This is an optimization exercise on Yosys and OpenROAD, whose aim is small area, not a production implementation. Function was checked by simulation only, so behaviour that the tests miss may differ from the original.

==> v26 <==
==> flow/design.v (excerpt) <==
module neuron_layer
#(
	parameter SIZE = 32
)
(
	input [SIZE-1:0] in,
	input [7:0] set_weight,
	input [4:0] set_addr,
	input [5:0] set_unit,
	input swr, clk,
	output out
);
==> module neuron_layer, before the edit <==
module neuron_layer
#(
	parameter SIZE = 32
)
(
	input [SIZE-1:0] in,
	input [7:0] set_weight,
	input [4:0] set_addr,
	input [5:0] set_unit,
	input swr, clk,
	output out
);
	reg [1:0] ph;
	always @ (posedge clk) ph <= ph + 2'd1;
	reg [7:0] in_d1, in_d2, in_n;
	always @ (posedge clk) begin
		in_d1 <= in[7:0];
		in_d2 <= in_d1;
		in_n <= ~in_d2;
	end
	reg [3:1] q_v;
	reg [8:0] q_k [1:3];
	reg [7:0] q_x [1:3];
	wire [3:0] v;
	wire [8:0] k [0:3];
	wire [31:0] x;                  
	assign v[0] = swr;
	assign k[0] = set_unit[5] ? {4'b1000, set_addr} : {1'b0, set_unit[4:0], set_addr[2:0]};
	assign x[7:0] = ~set_weight;
	genvar g, a, d, j;
	generate
		for (d = 1; d < 4; d = d + 1) begin : stage
			assign v[d] = q_v[d];
			assign k[d] = q_k[d];
			assign x[8*d +: 8] = q_x[d];
		end
	endgenerate
	always @ (posedge clk) begin
		q_v <= v[2:0];
		q_k[1] <= k[0]; q_k[2] <= q_k[1]; q_k[3] <= q_k[2];
		q_x[1] <= x[7:0]; q_x[2] <= q_x[1]; q_x[3] <= q_x[2];
	end
	wire [3:0] land;
	generate
		for (d = 0; d < 4; d = d + 1) begin : landing
			wire [3:0] newer;
			for (j = 0; j < 4; j = j + 1) begin : cmp
				if (j < d)
					assign newer[j] = v[j] & (k[j] == k[d]);
				else
					assign newer[j] = 1'b0;
			end
			wire [1:0] pos = k[d][8] ? k[d][1:0] : k[d][4:3];
			assign land[d] = v[d] & (pos == ~ph) & ~|newer;
		end
	endgenerate
	wire [7:0] hg [0:3];            
	wire [7:0] ha [0:3];            
	wire [31:0] os;                 
	generate
		for (d = 0; d < 4; d = d + 1) begin : dec
			for (j = 0; j < 8; j = j + 1) begin : l
				assign hg[d][j] = land[d] & ~k[d][8] & (k[d][7:5] == j);
				assign ha[d][j] = (k[d][2:0] == j);
				assign os[4*j + d] = land[d] & k[d][8] & (k[d][4:2] == j);
			end
		end
	endgenerate
	wire [31:0] h;
	generate
		for (g = 0; g < 8; g = g + 1) begin : layer_generation
			wire [31:0] hs;         
			for (a = 0; a < 8; a = a + 1) begin : w
				for (d = 0; d < 4; d = d + 1) begin : s
					assign hs[4*a + d] = hg[d][g] & ha[d][a];
				end
			end
			hgroup group_inst (
				.clk (clk),
				.in_n (in_n),
				.x (x),
				.sel (hs),
				.h (h[4*g +: 4])
			);
		end
	endgenerate
	reg [31:0] h_n;                 
	always @ (posedge clk) h_n <= ~h;
	wire o;
	r_neuron r_neuron_inst (
		.clk (clk),
		.in_n (h_n),
		.x (x),
		.sel (os),
		.h (o)
	);
	reg o_r, out_r;
	always @ (posedge clk) begin
		o_r <= o;
		out_r <= o_r;
	end
	assign out = out_r;
endmodule
==> module rbit, before the edit <==
module rbit (
	input s0, x0, s1, x1, s2, x2, s3, x3, hold, y,
	output d
);
	assign d = ~(~((s0 & x0) | (s1 & x1)) & ~((s2 & x2) | (s3 & x3) | (hold & y)));
endmodule
==> module rbyte, before the edit <==
module rbyte (
	input [3:0] sel,                
	input [31:0] x,
	input [7:0] y,                  
	output [7:0] d
);
	wire hold = ~|sel;
	genvar b;
	generate
		for (b = 0; b < 8; b = b + 1) begin : bits
			rbit rb (
				.s0 (sel[0]), .x0 (x[b]),
				.s1 (sel[1]), .x1 (x[8 + b]),
				.s2 (sel[2]), .x2 (x[16 + b]),
				.s3 (sel[3]), .x3 (x[24 + b]),
				.hold (hold), .y (y[b]),
				.d (d[b])
			);
		end
	endgenerate
endmodule
==> module neuron, before the edit <==
module neuron (
	input [63:0] w_n,
	input [7:0] in_n,
	output h
);
	wire [63:0] p;
	genvar i;
	generate
		for (i = 0; i < 8; i = i + 1) begin : prod
			assign p[8*i +: 8] = ~(w_n[8*i +: 8] | {8{in_n[i]}});
		end
	endgenerate
	csa8 sum (.p (p), .h (h));
endmodule
==> module hgroup, before the edit <==
module hgroup (
	input clk,
	input [7:0] in_n,
	input [31:0] x,
	input [31:0] sel,               
	output [3:0] h
);
	reg [63:0] w0_n, w1_n, w2_n, w3_n;
	wire [63:0] nw;
	genvar a;
	generate
		for (a = 0; a < 8; a = a + 1) begin : wr
			rbyte rb (.sel (sel[4*a +: 4]), .x (x), .y (w3_n[8*a +: 8]), .d (nw[8*a +: 8]));
		end
	endgenerate
	always @ (posedge clk) begin
		w0_n <= nw;
		w1_n <= w0_n;
		w2_n <= w1_n;
		w3_n <= w2_n;
	end
	neuron n0 (.w_n (w0_n), .in_n (in_n), .h (h[0]));
	neuron n1 (.w_n (w1_n), .in_n (in_n), .h (h[1]));
	neuron n2 (.w_n (w2_n), .in_n (in_n), .h (h[2]));
	neuron n3 (.w_n (w3_n), .in_n (in_n), .h (h[3]));
endmodule
==> module r_neuron, before the edit <==
module r_neuron (
	input clk,
	input [31:0] in_n,              
	input [31:0] x,
	input [31:0] sel,               
	output h
);
	reg [255:0] w_n;                
	wire [255:0] p;
	genvar g, q;
	generate
		for (g = 0; g < 8; g = g + 1) begin : ring
			wire [7:0] nw;
			rbyte rb (.sel (sel[4*g +: 4]), .x (x), .y (w_n[8*(4*g+3) +: 8]), .d (nw));
			always @ (posedge clk) begin
				w_n[8*(4*g) +: 8] <= nw;
				w_n[8*(4*g+1) +: 8] <= w_n[8*(4*g) +: 8];
				w_n[8*(4*g+2) +: 8] <= w_n[8*(4*g+1) +: 8];
				w_n[8*(4*g+3) +: 8] <= w_n[8*(4*g+2) +: 8];
			end
			for (q = 0; q < 4; q = q + 1) begin : prod
				assign p[8*(4*g+q) +: 8] = ~(w_n[8*(4*g+q) +: 8] | {8{in_n[4*g + ((q + 3) % 4)]}});
			end
		end
	endgenerate
	csa32 sum (.p (p), .h (h));
endmodule
clock: 7.0 ns
lec_check: 0
cap_margin: 20
core_margin: 2
core_utilization: 65
cts_buf_list: sky130_fd_sc_hd__clkbuf_8
cts_cluster_diameter: 60
cts_cluster_size: 16
place_density: 0.75
slew_margin: 20
synth_hierarchical: 1
run.sh (not shown) runs the stock make flow with config.mk's settings and CLKGATE_MAP_FILE= SYNTH_SCRIPT=/design/flow/synth_recipe.tcl, a recipe that flattens the netlist after the stock synthesis.
==> v37: changes against v26 <==
--- a/flow/design.v
+++ b/flow/design.v
@@ -661,56 +661,17 @@
 );
-	reg [1:0] ph;
-	always @ (posedge clk) ph <= ph + 2'd1;
-	reg [7:0] in_d1, in_d2, in_n;
-	always @ (posedge clk) begin
-		in_d1 <= in[7:0];
-		in_d2 <= in_d1;
-		in_n <= ~in_d2;
-	end
-	reg [3:1] q_v;
-	reg [8:0] q_k [1:3];
-	reg [7:0] q_x [1:3];
-	wire [3:0] v;
-	wire [8:0] k [0:3];
-	wire [31:0] x;                  
-	assign v[0] = swr;
-	assign k[0] = set_unit[5] ? {4'b1000, set_addr} : {1'b0, set_unit[4:0], set_addr[2:0]};
-	assign x[7:0] = ~set_weight;
-	genvar g, a, d, j;
-	generate
-		for (d = 1; d < 4; d = d + 1) begin : stage
-			assign v[d] = q_v[d];
-			assign k[d] = q_k[d];
-			assign x[8*d +: 8] = q_x[d];
-		end
-	endgenerate
-	always @ (posedge clk) begin
-		q_v <= v[2:0];
-		q_k[1] <= k[0]; q_k[2] <= q_k[1]; q_k[3] <= q_k[2];
-		q_x[1] <= x[7:0]; q_x[2] <= q_x[1]; q_x[3] <= q_x[2];
-	end
-	wire [3:0] land;
+	reg [7:0] in_n;           
+	reg [31:0] h_n;           
+	reg [3:0] od;             
+	always @ (posedge clk) in_n <= ~in[7:0];
+	wire [7:0] wd_n = ~set_weight;
+	wire [7:0] asel_n;
+	wire [31:0] usel_n;
+	wire hsel = swr & ~set_unit[5];
+	genvar i;
 	generate
-		for (d = 0; d < 4; d = d + 1) begin : landing
-			wire [3:0] newer;
-			for (j = 0; j < 4; j = j + 1) begin : cmp
-				if (j < d)
-					assign newer[j] = v[j] & (k[j] == k[d]);
-				else
-					assign newer[j] = 1'b0;
-			end
-			wire [1:0] pos = k[d][8] ? k[d][1:0] : k[d][4:3];
-			assign land[d] = v[d] & (pos == ~ph) & ~|newer;
+		for (i = 0; i < 8; i = i + 1) begin : addr_dec
+			assign asel_n[i] = ~(set_addr[2:0] == i);
 		end
-	endgenerate
-	wire [7:0] hg [0:3];            
-	wire [7:0] ha [0:3];            
-	wire [31:0] os;                 
-	generate
-		for (d = 0; d < 4; d = d + 1) begin : dec
-			for (j = 0; j < 8; j = j + 1) begin : l
-				assign hg[d][j] = land[d] & ~k[d][8] & (k[d][7:5] == j);
-				assign ha[d][j] = (k[d][2:0] == j);
-				assign os[4*j + d] = land[d] & k[d][8] & (k[d][4:2] == j);
-			end
+		for (i = 0; i < 32; i = i + 1) begin : unit_dec
+			assign usel_n[i] = ~(hsel & (set_unit[4:0] == i));
 		end
@@ -719,15 +680,10 @@
 	generate
-		for (g = 0; g < 8; g = g + 1) begin : layer_generation
-			wire [31:0] hs;         
-			for (a = 0; a < 8; a = a + 1) begin : w
-				for (d = 0; d < 4; d = d + 1) begin : s
-					assign hs[4*a + d] = hg[d][g] & ha[d][a];
-				end
-			end
-			hgroup group_inst (
+		for (i = 0; i < 32; i = i + 1) begin : layer_generation
+			neuron neuron_inst (
 				.clk (clk),
 				.in_n (in_n),
-				.x (x),
-				.sel (hs),
-				.h (h[4*g +: 4])
+				.wd_n (wd_n),
+				.asel_n (asel_n),
+				.usel_n (usel_n[i]),
+				.h (h[i])
 			);
@@ -735,3 +691,2 @@
 	endgenerate
-	reg [31:0] h_n;                 
 	always @ (posedge clk) h_n <= ~h;
@@ -741,50 +696,28 @@
 		.in_n (h_n),
-		.x (x),
-		.sel (os),
+		.wd_n (wd_n),
+		.set_addr (set_addr),
+		.sel (swr & set_unit[5]),
 		.h (o)
 	);
-	reg o_r, out_r;
-	always @ (posedge clk) begin
-		o_r <= o;
-		out_r <= o_r;
-	end
-	assign out = out_r;
-endmodule
-module rbit (
-	input s0, x0, s1, x1, s2, x2, s3, x3, hold, y,
-	output d
-);
-	assign d = ~(~((s0 & x0) | (s1 & x1)) & ~((s2 & x2) | (s3 & x3) | (hold & y)));
-endmodule
-module rbyte (
-	input [3:0] sel,                
-	input [31:0] x,
-	input [7:0] y,                  
-	output [7:0] d
-);
-	wire hold = ~|sel;
-	genvar b;
-	generate
-		for (b = 0; b < 8; b = b + 1) begin : bits
-			rbit rb (
-				.s0 (sel[0]), .x0 (x[b]),
-				.s1 (sel[1]), .x1 (x[8 + b]),
-				.s2 (sel[2]), .x2 (x[16 + b]),
-				.s3 (sel[3]), .x3 (x[24 + b]),
-				.hold (hold), .y (y[b]),
-				.d (d[b])
-			);
-		end
-	endgenerate
+	always @ (posedge clk) od <= {od[2:0], o};
+	assign out = od[3];
 endmodule
 module neuron (
-	input [63:0] w_n,
+	input clk,
 	input [7:0] in_n,
+	input [7:0] wd_n,
+	input [7:0] asel_n,
+	input usel_n,
 	output h
 );
+	reg [63:0] w_n;
 	wire [63:0] p;
+	wire [7:0] we = ~(asel_n | {8{usel_n}});
 	genvar i;
 	generate
-		for (i = 0; i < 8; i = i + 1) begin : prod
-			assign p[8*i +: 8] = ~(w_n[8*i +: 8] | {8{in_n[i]}});
+		for (i = 0; i < 8; i = i + 1) begin : weights
+			always @ (posedge clk)
+				if (we[i])
+					w_n[i*8 +: 8] <= wd_n;
+			assign p[i*8 +: 8] = ~(w_n[i*8 +: 8] | {8{in_n[i]}});
 		end
@@ -793,51 +726,19 @@
 endmodule
-module hgroup (
-	input clk,
-	input [7:0] in_n,
-	input [31:0] x,
-	input [31:0] sel,               
-	output [3:0] h
-);
-	reg [63:0] w0_n, w1_n, w2_n, w3_n;
-	wire [63:0] nw;
-	genvar a;
-	generate
-		for (a = 0; a < 8; a = a + 1) begin : wr
-			rbyte rb (.sel (sel[4*a +: 4]), .x (x), .y (w3_n[8*a +: 8]), .d (nw[8*a +: 8]));
-		end
-	endgenerate
-	always @ (posedge clk) begin
-		w0_n <= nw;
-		w1_n <= w0_n;
-		w2_n <= w1_n;
-		w3_n <= w2_n;
-	end
-	neuron n0 (.w_n (w0_n), .in_n (in_n), .h (h[0]));
-	neuron n1 (.w_n (w1_n), .in_n (in_n), .h (h[1]));
-	neuron n2 (.w_n (w2_n), .in_n (in_n), .h (h[2]));
-	neuron n3 (.w_n (w3_n), .in_n (in_n), .h (h[3]));
-endmodule
 module r_neuron (
 	input clk,
-	input [31:0] in_n,              
-	input [31:0] x,
-	input [31:0] sel,               
+	input [31:0] in_n,
+	input [7:0] wd_n,
+	input [4:0] set_addr,
+	input sel,
 	output h
 );
-	reg [255:0] w_n;                
+	reg [255:0] w_n;
 	wire [255:0] p;
-	genvar g, q;
+	genvar i;
 	generate
-		for (g = 0; g < 8; g = g + 1) begin : ring
-			wire [7:0] nw;
-			rbyte rb (.sel (sel[4*g +: 4]), .x (x), .y (w_n[8*(4*g+3) +: 8]), .d (nw));
-			always @ (posedge clk) begin
-				w_n[8*(4*g) +: 8] <= nw;
-				w_n[8*(4*g+1) +: 8] <= w_n[8*(4*g) +: 8];
-				w_n[8*(4*g+2) +: 8] <= w_n[8*(4*g+1) +: 8];
-				w_n[8*(4*g+3) +: 8] <= w_n[8*(4*g+2) +: 8];
-			end
-			for (q = 0; q < 4; q = q + 1) begin : prod
-				assign p[8*(4*g+q) +: 8] = ~(w_n[8*(4*g+q) +: 8] | {8{in_n[4*g + ((q + 3) % 4)]}});
-			end
+		for (i = 0; i < 32; i = i + 1) begin : weights
+			always @ (posedge clk)
+				if (sel && set_addr == i)
+					w_n[i*8 +: 8] <= wd_n;
+			assign p[i*8 +: 8] = ~(w_n[i*8 +: 8] | {8{in_n[i]}});
 		end
==> out/qor.txt <==
Status: timing/DRC/antenna clean
CP Launch Point: in_n[4]
RD Place Congestion: 0.840
FF+latch count: 2348
Met1 Use GR: 37.3%
Layout Skew: 51.1 ps
DRT iter0 DRCs: 4854
Adder-Cell Fraction of Synth Area: 26.3%
Initial Utilization: 65.4%
-- figures above: v37

==> out/qor.txt <==
FF+latch count: 2418
DRT iter0 DRCs: 17400
CP Launch Point: in_n[2]
Initial Utilization: 65.2%
RD Place Congestion: 1.03
Status: timing/DRC/antenna clean
-- figures above: v26


---

==> inputs of 01-26 <==
Another version of the RTL of neuron_layer (not shown whole).
## neuron_layer
module neuron_layer
#(
	parameter SIZE = 32
)
(
	input [SIZE-1:0] in,
	input [7:0] set_weight,
	input [4:0] set_addr,
	input [5:0] set_unit,
	input swr, clk,
	output out
);
==> flow/config.mk <==
export PLATFORM = sky130hd
export DESIGN_NAME = neuron_layer
export DESIGN_NICKNAME = neuron_layer
export VERILOG_FILES = /design/flow/design.v
export SDC_FILE = /design/flow/constraint.sdc
export NUM_CORES = 4
export LEC_CHECK = 0
export CAP_MARGIN = 20
export CORE_MARGIN = 2
export CORE_UTILIZATION = 65
export CTS_BUF_LIST = sky130_fd_sc_hd__clkbuf_8
export CTS_CLUSTER_DIAMETER = 60
export CTS_CLUSTER_SIZE = 16
export PLACE_DENSITY = 0.75
export SLEW_MARGIN = 20
export SYNTH_HIERARCHICAL = 1
==> flow/constraint.sdc <==
create_clock -name core_clock -period 7.0 [get_ports {clk}]
set_input_delay 1.4000 -clock core_clock [delete_from_list [all_inputs] [get_ports {clk}]]
set_output_delay 1.4000 -clock core_clock [all_outputs]
set_load 0.01 [all_outputs]
==> 08-21: changes against 01-26 <==
--- a/flow/config.mk
+++ b/flow/config.mk
@@ -8,9 +8,9 @@
 export CAP_MARGIN = 20
 export CORE_MARGIN = 2
-export CORE_UTILIZATION = 65
+export CORE_UTILIZATION = 72
 export CTS_BUF_LIST = sky130_fd_sc_hd__clkbuf_8
 export CTS_CLUSTER_DIAMETER = 60
 export CTS_CLUSTER_SIZE = 16
-export PLACE_DENSITY = 0.75
+export PLACE_DENSITY = 0.82
 export SLEW_MARGIN = 20
 export SYNTH_HIERARCHICAL = 1
==> flow_metrics.tcl <==
set metrics [dict create \
    status "complete, no violations" \
    dr_total_vias 81538 \
    multi_input_area_um2 61200 \
    grt_use_met1_pct 51.1 \
    final_cell_mix "nor2_1, dfxtp_1, fa_1, xor2_1, nand2_1" \
    core_area_um2 174000 \
    tap_cells 2325 \
    min-delay-start "layer_generation[19].neuron_inst.w_n[20]" \
    finalCriticalPeriod_ns 6.19 \
    area_delta_synth_final_pct 7.34 \
    slew_headroom_pct 14.0 \
    antenna_found_initial 18 \
    grt_pass1_wl_mm 535 \
    fillers 12360 \
    p_sw_share_pct 41.5 \
    rows 153 \
    insertion_delay_ns 1.03 \
]
# the run above: 01-26

==> flow_metrics.tcl <==
set metrics [dict create \
    fillers 9593 \
    tap_cells 2058 \
    area_delta_synth_final_pct 6.64 \
    rows 145 \
    clk_pin_slew_ns 0.11 \
    multi_input_area_um2 61400 \
    p_sw_share_pct 41.4 \
    finalCriticalPeriod_ns 6.10 \
    antenna_found_initial 25 \
    min-delay-start "layer_generation[26].neuron_inst.w_n[20]" \
    slew_headroom_pct 10.1 \
    status "complete, no violations" \
    antenna_left 0 \
    n_all_buffers 306 \
    grt_pass1_wl_mm 531 \
    core_area_um2 157000 \
    switchingPower_w 0.0206 \
    synth_compound_area_share_pct 8.12 \
    grt_use_met1_pct 53.9 \
    final_cell_mix "nor2_1, dfxtp_1, fa_1, xor2_1, nand2_1" \
    synth-edff-count 256 \
    p_int_w 0.0292 \
]
# the run above: 08-21

-- port drivers added, routing unchanged --
The results above use ideal ports. As a check the final layouts listed here were re-extracted and re-timed, cells and wires unchanged.
Step 1: set_driving_cell puts a clkbuf_16 on clk and a buf_2 on each other input, an assumption about the parent block.
Step 2 moves the port delays by t, midway between the first and last clock arrival at a register: inputs arrive t later, outputs are due t later. That takes back most of the time a late clock gives input paths.
a / b / c = ideal ports / drivers / drivers and shift; a / b = the first two.
run	t (ns)	setup slack, ns	hold slack, ns	worst register clock-pin slew, ns	pins driven straight from the clock port
v26	1.113	0.843 / 0.843 / 0.835	0.305 / 0.305 / 0.305	0.11 / 0.11	1
v37	1.046	0.839 / 0.839 / 0.839	0.335 / 0.335 / 0.335	0.11 / 0.11	1
01-26	1.083	0.809 / 0.809 / 0.809	0.325 / 0.325 / 0.325	0.11 / 0.11	1
08-21	1.071	0.900 / 0.900 / 0.900	0.311 / 0.311 / 0.311	0.11 / 0.11	1
After both steps every run listed still meets setup and hold. For v26, which loses most, drivers alone change the setup slack by 0.000 ns; drivers and shift together by -0.008 ns.
